Context: an optimization exercise on an open-source flow, tuned for small area. The choices shown serve that exercise and are no tape-out recipe.
RTL that was checked went through simulation tests only; none was proved equivalent to the original.
No driver is modelled on the clock port, so clock power and skew are understated where the tree is cut down; a real chip needs a root buffer or a tree.
Power figures rest on the tool's default switching activity, not on a simulated workload.

==> v36: inputs <==
Design four_way_traffic_stop, start of the top module:
module four_way_traffic_stop(
    input logic clk, reset, car_north, car_south, car_east, car_west,
    input logic car_north_left, car_south_left, car_east_left, car_west_left,
    output logic [1:0] light_north, light_south, light_east, light_west,
    output logic [1:0] left_north, left_south, left_east, left_west
);
    logic ax, u, v;
    logic [3:0] cnt, cnt_n;
    logic zt;
    assign cnt_n[0] = ~(cnt[1] & ~reset);
    assign cnt_n[1] = cnt[2] & ~reset;
    assign cnt_n[2] = ((cnt[0] & ~cnt[1]) | cnt[3]) & ~reset;
    assign cnt_n[3] = cnt[0] & ~cnt[3] & ~reset;
    assign zt = ~(cnt[0] | cnt[1] | cnt[2] | cnt[3]);
    wire cl1 = ax ? car_east_left : car_north_left;
    wire cl2 = ax ? car_west_left : car_south_left;
    wire c1  = ax ? car_east : car_north;
    wire c2  = ax ? car_west : car_south;
    wire nu  = cl2 & (cl1 | c2);
    wire nv  = cl1 & (cl2 | c1);
    always_ff @(posedge clk) begin
        cnt <= cnt_n;
        if (reset) begin
            ax <= 1'b0; u <= 1'b0; v <= 1'b0;
        end else if (zt) begin
            if (!u && !v) begin
                u <= nu; v <= nv;
                if (!(nu | nv)) ax <= ~ax;
            end else begin
                u <= 1'b0; v <= 1'b0; ax <= ~ax;
            end
        end
    end
    traffic_light T_NORTH(clk, reset, ~ax & ~u, light_north);
  ...
==> module traffic_light, before the edit <==
module traffic_light(
    input  logic       clk, reset, start,
    output logic [1:0] light_color
);
    logic [2:0] k, k_n;
    logic [1:0] c_n;
    assign k_n[0] = ~((reset) | (~k[0] & ~start) | (~k[1] & ~k[2] & start) | (k[0] & k[1]));
    assign k_n[1] = (~k[0] & k[1] & ~start) | (~k[1] & start) | (reset) | (k[0] & k[1] & ~light_color[1]);
    assign k_n[2] = (k[2] & ~start) | (k[0] & k[1] & light_color[0]) | (~k[0] & ~k[2] & start) | (reset);
    assign c_n[0] = ~((~light_color[0] & ~start) | (~k[1] & ~light_color[0]) | (~k[0] & ~light_color[0]) | (reset) | (light_color[1]) | (k[0] & k[1] & light_color[0] & start));
    assign c_n[1] = (light_color[1] & ~start) | (k[0] & k[1] & light_color[0] & start) | (~k[1] & light_color[1]) | (~k[0] & light_color[1]) | (reset);
    always_ff @(posedge clk) begin
        k <= k_n;
        light_color <= c_n;
    end
endmodule
==> flow/config.mk <==
export PLATFORM = sky130hd
export DESIGN_NAME = four_way_traffic_stop
export DESIGN_NICKNAME = four_way_traffic_stop
export VERILOG_FILES = /design/flow/design.v
export SDC_FILE = /design/flow/constraint.sdc
export NUM_CORES = 4
export LEC_CHECK = 0
export CAP_MARGIN = 20
export CORE_MARGIN = 2
export CORE_UTILIZATION = 40
export SLEW_MARGIN = 20
==> flow/constraint.sdc <==
create_clock -name core_clock -period 10.0 [get_ports {clk}]
set_input_delay 2.0000 -clock core_clock [delete_from_list [all_inputs] [get_ports {clk}]]
set_output_delay 2.0000 -clock core_clock [all_outputs]
set_load 0.01 [all_outputs]
standard.sh (not shown) runs the stock make flow with config.mk's settings and CLKGATE_MAP_FILE= SYNTH_SCRIPT=/design/flow/synth_recipe.tcl, a recipe that flattens the netlist after the stock synthesis.
==> flow/flow/run.sh <==
#!/bin/bash
# The standard layout (standard.sh) with three changes:
# - synthesis maps with an area-oriented ABC script (flow/synth.tcl),
# - each port gets the smallest buffer (buf_1),
# - the clock tree is built without dummy load cells.
set -euo pipefail
W=$PWD
export AREA_ABC_SCRIPT=$W/flow/area.abc
export FLOW_SYNTH_TCL=$W/synth_recipe.tcl
export BUFFER_PORTS_ARGS="-buffer_cell sky130_fd_sc_hd__buf_1"
export CTS_ARGS="-sink_clustering_enable -repair_clock_nets -dont_use_dummy_load"
sed "s|SYNTH_SCRIPT=[^ ]*|SYNTH_SCRIPT=$W/flow/synth.tcl|" standard.sh > area_standard.sh
bash area_standard.sh > standard.log 2>&1
==> flow/flow/area.abc <==
strash
dch -f
amap
strash
dch -f
amap
topo
==> flow/flow/synth.tcl <==
# The standard synthesis (synth_recipe.tcl), with ABC's technology
# mapping done by an area-oriented script (flow/area.abc) in place of ORFS's.
proc abc {args} {
  set i [lsearch -exact $args -script]
  if { $i >= 0 } {
    lset args [expr {$i + 1}] $::env(AREA_ABC_SCRIPT)
  }
  yosys abc {*}$args
}
source $::env(FLOW_SYNTH_TCL)
==> v19: changes against v36 <==
--- a/flow/design.v
+++ b/flow/design.v
@@ -6,7 +6,7 @@
     logic [1:0] c_n;
-    assign k_n[0] = ~((reset) | (~k[0] & ~start) | (~k[1] & ~k[2] & start) | (k[0] & k[1]));
-    assign k_n[1] = (~k[0] & k[1] & ~start) | (~k[1] & start) | (reset) | (k[0] & k[1] & ~light_color[1]);
-    assign k_n[2] = (k[2] & ~start) | (k[0] & k[1] & light_color[0]) | (~k[0] & ~k[2] & start) | (reset);
-    assign c_n[0] = ~((~light_color[0] & ~start) | (~k[1] & ~light_color[0]) | (~k[0] & ~light_color[0]) | (reset) | (light_color[1]) | (k[0] & k[1] & light_color[0] & start));
-    assign c_n[1] = (light_color[1] & ~start) | (k[0] & k[1] & light_color[0] & start) | (~k[1] & light_color[1]) | (~k[0] & light_color[1]) | (reset);
+    assign k_n[0] = (k[0] & k[1] & ~reset) | (k[1] & k[2] & start & ~reset);
+    assign k_n[1] = (k[1] & ~start & ~reset) | (k[0] & ~k[1] & ~light_color[0] & ~reset) | (k[2] & start & ~reset);
+    assign k_n[2] = (k[0] & ~k[1] & ~light_color[0] & ~light_color[1] & ~reset) | (k[2] & ~start & ~reset) | (~k[0] & ~k[1] & start & ~reset);
+    assign c_n[0] = ~((~light_color[0] & ~start) | (~k[0] & ~light_color[0]) | (reset) | (k[0] & ~k[1] & light_color[0] & start) | (k[1] & ~light_color[0]) | (light_color[1]));
+    assign c_n[1] = (light_color[1] & ~start) | (k[0] & ~k[1] & light_color[0] & start) | (~k[0] & light_color[1]) | (k[1] & light_color[1]) | (reset);
     always_ff @(posedge clk) begin
==> flow/flow/run.sh (replaced) <==
#!/bin/bash
# The standard layout (standard.sh) with three changes:
# - synthesis maps with area-oriented ABC scripts, keeping the smallest
#   result (flow/synth.tcl,
#   flow/abc_scripts.txt),
# - each port gets the smallest buffer (buf_1),
# - the clock tree is built without dummy load cells, and without its
#   root buffer, with leaf buffers sized to their loads (flow/post_cts.tcl).
set -euo pipefail
W=$PWD
export AREA_ABC_SCRIPTS=$W/flow/abc_scripts.txt
export AREA_ABC_TMP=$W
export FLOW_SYNTH_TCL=$W/synth_recipe.tcl
export BUFFER_PORTS_ARGS="-buffer_cell sky130_fd_sc_hd__buf_1"
export CTS_ARGS="-sink_clustering_enable -repair_clock_nets -dont_use_dummy_load"
export POST_CTS_TCL=$W/flow/post_cts.tcl
sed "s|SYNTH_SCRIPT=[^ ]*|SYNTH_SCRIPT=$W/flow/synth.tcl|" standard.sh > area_standard.sh
bash area_standard.sh > standard.log 2>&1
==> flow/flow/abc_scripts.txt (new file) <==
strash
dch -f
amap
topo
#---
strash
dch
amap
topo
#---
strash
dch -f
amap -F 10 -A 20
topo
#---
strash
dch -f
amap
strash
dch -f
amap
topo
#---
strash
dch -f
map -a
topo
#---
strash
dch -f
amap -A 0.5
topo
#---
strash
balance
dch -f
amap
topo
#---
strash
balance
dch
amap
topo
#---
strash
balance
dch -f
amap -F 10 -A 20
topo
#---
strash
balance
dch -f
amap
strash
dch -f
amap
topo
#---
strash
balance
dch -f
map -a
topo
#---
strash
balance
dch -f
amap -A 0.5
topo
#---
strash
rewrite -l
rewrite -z -l
dch -f
amap
topo
#---
strash
rewrite -l
rewrite -z -l
dch
amap
topo
#---
strash
rewrite -l
rewrite -z -l
dch -f
amap -F 10 -A 20
topo
#---
strash
rewrite -l
rewrite -z -l
dch -f
amap
strash
dch -f
amap
topo
#---
strash
rewrite -l
rewrite -z -l
dch -f
map -a
topo
#---
strash
rewrite -l
rewrite -z -l
dch -f
amap -A 0.5
topo
#---
strash
drw
dch -f
amap
topo
#---
strash
drw
dch
amap
topo
#---
strash
drw
dch -f
amap -F 10 -A 20
topo
#---
strash
drw
dch -f
amap
strash
dch -f
amap
topo
#---
strash
drw
dch -f
map -a
topo
#---
strash
drw
dch -f
amap -A 0.5
topo
#---
strash
balance
rewrite
refactor
balance
rewrite
rewrite -z
balance
refactor -z
rewrite -z
balance
dch -f
amap
topo
#---
strash
balance
rewrite
refactor
balance
rewrite
rewrite -z
balance
refactor -z
rewrite -z
balance
dch
amap
topo
#---
strash
balance
rewrite
refactor
balance
rewrite
rewrite -z
balance
refactor -z
rewrite -z
balance
dch -f
amap -F 10 -A 20
topo
#---
strash
balance
rewrite
refactor
balance
rewrite
rewrite -z
balance
refactor -z
rewrite -z
balance
dch -f
amap
strash
dch -f
amap
topo
#---
strash
balance
rewrite
refactor
balance
rewrite
rewrite -z
balance
refactor -z
rewrite -z
balance
dch -f
map -a
topo
#---
strash
balance
rewrite
refactor
balance
rewrite
rewrite -z
balance
refactor -z
rewrite -z
balance
dch -f
amap -A 0.5
topo
#---
strash
rewrite -l
refactor -l
rewrite -z -l
dch -f
amap
topo
#---
strash
rewrite -l
refactor -l
rewrite -z -l
dch
amap
topo
#---
strash
rewrite -l
refactor -l
rewrite -z -l
dch -f
amap -F 10 -A 20
topo
#---
strash
rewrite -l
refactor -l
rewrite -z -l
dch -f
amap
strash
dch -f
amap
topo
#---
strash
rewrite -l
refactor -l
rewrite -z -l
dch -f
map -a
topo
#---
strash
rewrite -l
refactor -l
rewrite -z -l
dch -f
amap -A 0.5
topo
#---
strash
dc2
dch -f
amap
topo
#---
strash
dc2
dch
amap
topo
#---
strash
dc2
dch -f
amap -F 10 -A 20
topo
#---
strash
dc2
dch -f
amap
strash
dch -f
amap
topo
#---
strash
dc2
dch -f
map -a
topo
#---
strash
dc2
dch -f
amap -A 0.5
topo
#---
strash
resub
rewrite -z
dch -f
amap
topo
#---
strash
resub
rewrite -z
dch
amap
topo
#---
strash
resub
rewrite -z
dch -f
amap -F 10 -A 20
topo
#---
strash
resub
rewrite -z
dch -f
amap
strash
dch -f
amap
topo
#---
strash
resub
rewrite -z
dch -f
map -a
topo
#---
strash
resub
rewrite -z
dch -f
amap -A 0.5
topo
#---
strash
refactor -N 12
dch -f
amap
topo
#---
strash
refactor -N 12
dch
amap
topo
#---
strash
refactor -N 12
dch -f
amap -F 10 -A 20
topo
#---
strash
refactor -N 12
dch -f
amap
strash
dch -f
amap
topo
#---
strash
refactor -N 12
dch -f
map -a
topo
#---
strash
refactor -N 12
dch -f
amap -A 0.5
topo
#---
strash
balance
rewrite -z
refactor -z
dch -f
amap
topo
#---
strash
balance
rewrite -z
refactor -z
dch
amap
topo
#---
strash
balance
rewrite -z
refactor -z
dch -f
amap -F 10 -A 20
topo
#---
strash
balance
rewrite -z
refactor -z
dch -f
amap
strash
dch -f
amap
topo
#---
strash
balance
rewrite -z
refactor -z
dch -f
map -a
topo
#---
strash
balance
rewrite -z
refactor -z
dch -f
amap -A 0.5
topo
==> flow/flow/post_cts.tcl (new file) <==
set root [get_cells -quiet clkbuf_0_clk]
set leaves {}
if { [llength $root] == 1 } {
  set rootnet [get_nets clknet_0_clk]
  set leafpins [get_pins -of_objects $rootnet -filter "direction==input"]
  if { [llength $leafpins] <= 4 } {
    set clknet [get_nets clk]
    foreach p $leafpins {
      lappend leaves [get_cells -of_objects $p]
      disconnect_pin $rootnet $p
      connect_pin $clknet $p
    }
    delete_instance $root
    delete_net $rootnet
  }
}
set_propagated_clock [all_clocks]
foreach leaf $leaves {
  set onet [get_nets -of_objects [get_pins -of_objects $leaf -filter "direction==output"]]
  set sinks [get_pins -of_objects $onet -filter "direction==input"]
  foreach size {2 4 8 16} {
    replace_cell $leaf sky130_fd_sc_hd__clkbuf_$size
    estimate_parasitics -placement
    set worst 0
    foreach p $sinks {
      set s [get_property $p slew_max]
      if { $s > $worst } { set worst $s }
    }
    puts "clock leaf [get_full_name $leaf]: clkbuf_$size, [llength $sinks] sinks, worst slew $worst"
    if { $worst < 0.115 } { break }
  }
}
detailed_placement
check_placement -verbose
estimate_parasitics -placement
report_clock_skew
report_worst_slack -min
report_worst_slack -max
==> flow/flow/synth.tcl (replaced) <==
# The standard synthesis (synth_recipe.tcl), with ABC's technology
# mapping done by area-oriented scripts (flow/abc_scripts.txt, separated by
# "#---" lines) in place of ORFS's: each script maps the same logic and the
# smallest result is kept.
proc abc {args} {
  set i [lsearch -exact $args -script]
  set lib [lindex $args [expr {[lsearch -exact $args -liberty] + 1}]]
  set f [open $::env(AREA_ABC_SCRIPTS)]
  set scripts [split [string map [list "#---" "\x01"] [read $f]] "\x01"]
  close $f
  yosys design -save area_abc_in
  set best_area 1e18
  set best_n -1
  set n 0
  foreach text $scripts {
    if { [string trim $text] eq "" } { continue }
    incr n
    set script $::env(AREA_ABC_TMP)/area_$n.abc
    set g [open $script w]
    puts $g [string trim $text]
    close $g
    yosys design -load area_abc_in
    lset args [expr {$i + 1}] $script
    if { [catch { yosys abc {*}$args } err] } {
      puts "area_abc: script $n failed: $err"
      continue
    }
    set st [tee -q -s result.string stat -liberty $lib]
    set area 1e18
    foreach {m a} [regexp -all -inline {Chip area for [^:]*: ([0-9.]+)} $st] { set area $a }
    puts "area_abc: script $n -> $area"
    if { $area < $best_area } {
      set best_area $area
      set best_n $n
      yosys design -save area_abc_best
    }
  }
  puts "area_abc: kept script $best_n ($best_area)"
  yosys design -load area_abc_best
}
source $::env(FLOW_SYNTH_TCL)
CORE_UTILIZATION = 65   (was 40)
PLACE_DENSITY = 0.75   (was not set)
removed: flow/flow/area.abc
==> v27: changes against v36 <==
==> flow/flow/run.sh (replaced) <==
#!/bin/bash
# The standard layout (standard.sh) with three changes:
# - synthesis maps with area-oriented ABC scripts, keeping the smallest
#   result (flow/synth.tcl),
# - each port gets the smallest buffer (buf_1),
# - the clock tree is built without dummy load cells, and without its
#   root buffer, with leaf buffers sized to their loads (flow/post_cts.tcl).
set -euo pipefail
W=$PWD
export AREA_ABC_DIR=$W/flow/abc
export FLOW_SYNTH_TCL=$W/synth_recipe.tcl
export BUFFER_PORTS_ARGS="-buffer_cell sky130_fd_sc_hd__buf_1"
export CTS_ARGS="-sink_clustering_enable -repair_clock_nets -dont_use_dummy_load"
export POST_CTS_TCL=$W/flow/post_cts.tcl
sed "s|SYNTH_SCRIPT=[^ ]*|SYNTH_SCRIPT=$W/flow/synth.tcl|" standard.sh > area_standard.sh
bash area_standard.sh > standard.log 2>&1
==> flow/flow/abc/s01.abc (new file) <==
strash
dch -f
amap
topo
==> flow/flow/abc/s02.abc (new file) <==
strash
dch
amap
topo
==> flow/flow/abc/s03.abc (new file) <==
strash
dch -f
amap -F 10 -A 20
topo
==> flow/flow/abc/s04.abc (new file) <==
strash
dch -f
amap
strash
dch -f
amap
topo
==> flow/flow/abc/s05.abc (new file) <==
strash
balance
dch -f
amap
topo
==> flow/flow/abc/s06.abc (new file) <==
strash
balance
dch
amap
topo
==> flow/flow/abc/s07.abc (new file) <==
strash
balance
dch -f
amap -F 10 -A 20
topo
==> flow/flow/abc/s08.abc (new file) <==
strash
balance
dch -f
amap
strash
dch -f
amap
topo
==> flow/flow/abc/s09.abc (new file) <==
strash
rewrite -l
rewrite -z -l
dch -f
amap
topo
==> flow/flow/abc/s10.abc (new file) <==
strash
rewrite -l
rewrite -z -l
dch
amap
topo
==> flow/flow/abc/s11.abc (new file) <==
strash
rewrite -l
rewrite -z -l
dch -f
amap -F 10 -A 20
topo
==> flow/flow/abc/s12.abc (new file) <==
strash
rewrite -l
rewrite -z -l
dch -f
amap
strash
dch -f
amap
topo
==> flow/flow/abc/s13.abc (new file) <==
strash
drw
dch -f
amap
topo
==> flow/flow/abc/s14.abc (new file) <==
strash
drw
dch
amap
topo
==> flow/flow/abc/s15.abc (new file) <==
strash
drw
dch -f
amap -F 10 -A 20
topo
==> flow/flow/abc/s16.abc (new file) <==
strash
drw
dch -f
amap
strash
dch -f
amap
topo
==> flow/flow/abc/s17.abc (new file) <==
strash
balance
rewrite
refactor
balance
rewrite
rewrite -z
balance
refactor -z
rewrite -z
balance
dch -f
amap
topo
==> flow/flow/abc/s18.abc (new file) <==
strash
balance
rewrite
refactor
balance
rewrite
rewrite -z
balance
refactor -z
rewrite -z
balance
dch
amap
topo
==> flow/flow/abc/s19.abc (new file) <==
strash
balance
rewrite
refactor
balance
rewrite
rewrite -z
balance
refactor -z
rewrite -z
balance
dch -f
amap -F 10 -A 20
topo
==> flow/flow/abc/s20.abc (new file) <==
strash
balance
rewrite
refactor
balance
rewrite
rewrite -z
balance
refactor -z
rewrite -z
balance
dch -f
amap
strash
dch -f
amap
topo
==> flow/flow/abc/s25.abc (new file) <==
strash
rewrite -l
refactor -l
rewrite -z -l
dch -f
amap
topo
==> flow/flow/abc/s26.abc (new file) <==
strash
rewrite -l
refactor -l
rewrite -z -l
dch
amap
topo
==> flow/flow/abc/s27.abc (new file) <==
strash
rewrite -l
refactor -l
rewrite -z -l
dch -f
amap -F 10 -A 20
topo
==> flow/flow/abc/s28.abc (new file) <==
strash
rewrite -l
refactor -l
rewrite -z -l
dch -f
amap
strash
dch -f
amap
topo
==> flow/flow/post_cts.tcl (new file) <==
set root [get_cells -quiet clkbuf_0_clk]
set leaves {}
if { [llength $root] == 1 } {
  set rootnet [get_nets clknet_0_clk]
  set leafpins [get_pins -of_objects $rootnet -filter "direction==input"]
  if { [llength $leafpins] <= 4 } {
    set clknet [get_nets clk]
    foreach p $leafpins {
      lappend leaves [get_cells -of_objects $p]
      disconnect_pin $rootnet $p
      connect_pin $clknet $p
    }
    delete_instance $root
    delete_net $rootnet
  }
}
set_propagated_clock [all_clocks]
foreach leaf $leaves {
  set onet [get_nets -of_objects [get_pins -of_objects $leaf -filter "direction==output"]]
  set sinks [get_pins -of_objects $onet -filter "direction==input"]
  foreach size {2 4 8 16} {
    replace_cell $leaf sky130_fd_sc_hd__clkbuf_$size
    estimate_parasitics -placement
    set worst 0
    foreach p $sinks {
      set s [get_property $p slew_max]
      if { $s > $worst } { set worst $s }
    }
    puts "clock leaf [get_full_name $leaf]: clkbuf_$size, [llength $sinks] sinks, worst slew $worst"
    if { $worst < 0.115 } { break }
  }
}
detailed_placement
check_placement -verbose
estimate_parasitics -placement
report_clock_skew
report_worst_slack -min
report_worst_slack -max
==> flow/flow/synth.tcl (replaced) <==
# The standard synthesis (synth_recipe.tcl), with ABC's technology
# mapping done by area-oriented scripts (flow/abc/*.abc) in place of ORFS's:
# each script maps the same logic and the smallest result is kept.
proc abc {args} {
  set i [lsearch -exact $args -script]
  set lib [lindex $args [expr {[lsearch -exact $args -liberty] + 1}]]
  yosys design -save area_abc_in
  set best_area 1e18
  set best_script ""
  foreach script [lsort [glob $::env(AREA_ABC_DIR)/*.abc]] {
    yosys design -load area_abc_in
    lset args [expr {$i + 1}] $script
    yosys abc {*}$args
    set st [tee -q -s result.string stat -liberty $lib]
    set area 1e18
    foreach {m a} [regexp -all -inline {Chip area for [^:]*: ([0-9.]+)} $st] { set area $a }
    puts "area_abc: $script -> $area"
    if { $area < $best_area } {
      set best_area $area
      set best_script $script
      yosys design -save area_abc_best
    }
  }
  puts "area_abc: kept $best_script ($best_area)"
  yosys design -load area_abc_best
}
source $::env(FLOW_SYNTH_TCL)
removed: flow/flow/area.abc
==> comparison table <==
	v19	v36	v27
Vias in the first global route	1399	1540	1403
Core footprint	2522 µm²	4384 µm²	4384 µm²
Yosys top cell area share	0.5337	0.5130	0.5161
Final standard cell utilization of the core	0.7708	0.4703	0.4649
Cell area after synthesis	1763 µm²	1834 µm²	1823 µm²
Cell at the slowest stage of the critical path	sky130_fd_sc_hd__a2111oi_0	sky130_fd_sc_hd__clkinv_1	sky130_fd_sc_hd__clkinv_1
Power in the clock group	71.0 µW	99.3 µW	78.5 µW
Outcome	finished clean	finished clean	finished clean
First DRT Iteration DRCs	94	61	51
Cell-internal power	225.7 µW	249.5 µW	234.7 µW
Total detailed-routing wirelength	3324 µm	3381 µm	3368 µm
Max Clock Skew	0.02613 ns	0.01410 ns	0.02486 ns
Max stage delay on crit path	0.58 ns	0.77 ns	0.46 ns
Global-route met1 utilization	0.2908	0.1949	0.1989
Share of the final layout cell area in sequential cells	0.4839	0.4563	0.4616
Worst setup slack before clock tree synthesis	6.762 ns	6.025 ns	6.686 ns
Met3 wire length	177 µm	104 µm	106 µm
Post-detailed-placement half-perimeter wirelength	2465 µm	2469 µm	2452 µm
Net load switching power	55.96 µW	74.61 µW	64.00 µW
Length of routed wiring on met1	1520 µm	1749 µm	1761 µm
Only the layout flow was run in v19; the RTL was not checked for function there.

## port drivers added, routing unchanged
The flow's constraints put no driver on any port. The routed layouts listed below were extracted and timed again, unchanged, in two steps. Step 1: set_driving_cell puts a clkbuf_16 on clk and a buf_2 on each other input, an assumption about the parent block. Step 2 also shifts input and output timing later by t, the mid clock arrival at the registers, as if the neighbouring blocks saw the same clock. a / b / c = no drivers / after step 1 / after step 2; a / b = the first two.
run | shift t [ns] | slack for setup (ns) | worst slew at a driven data input, ns
v36 | 0.313 | 6.414 / 6.415 / 6.102 | 0.03
v19 | 0.200 | 6.946 / 6.971 / 6.771 | 0.03
v27 | 0.200 | 6.870 / 6.896 / 6.696 | 0.03
After both steps every run listed still meets setup and hold. For v36, which loses most, drivers alone change the setup slack by +0.001 ns; drivers and shift together by -0.312 ns.
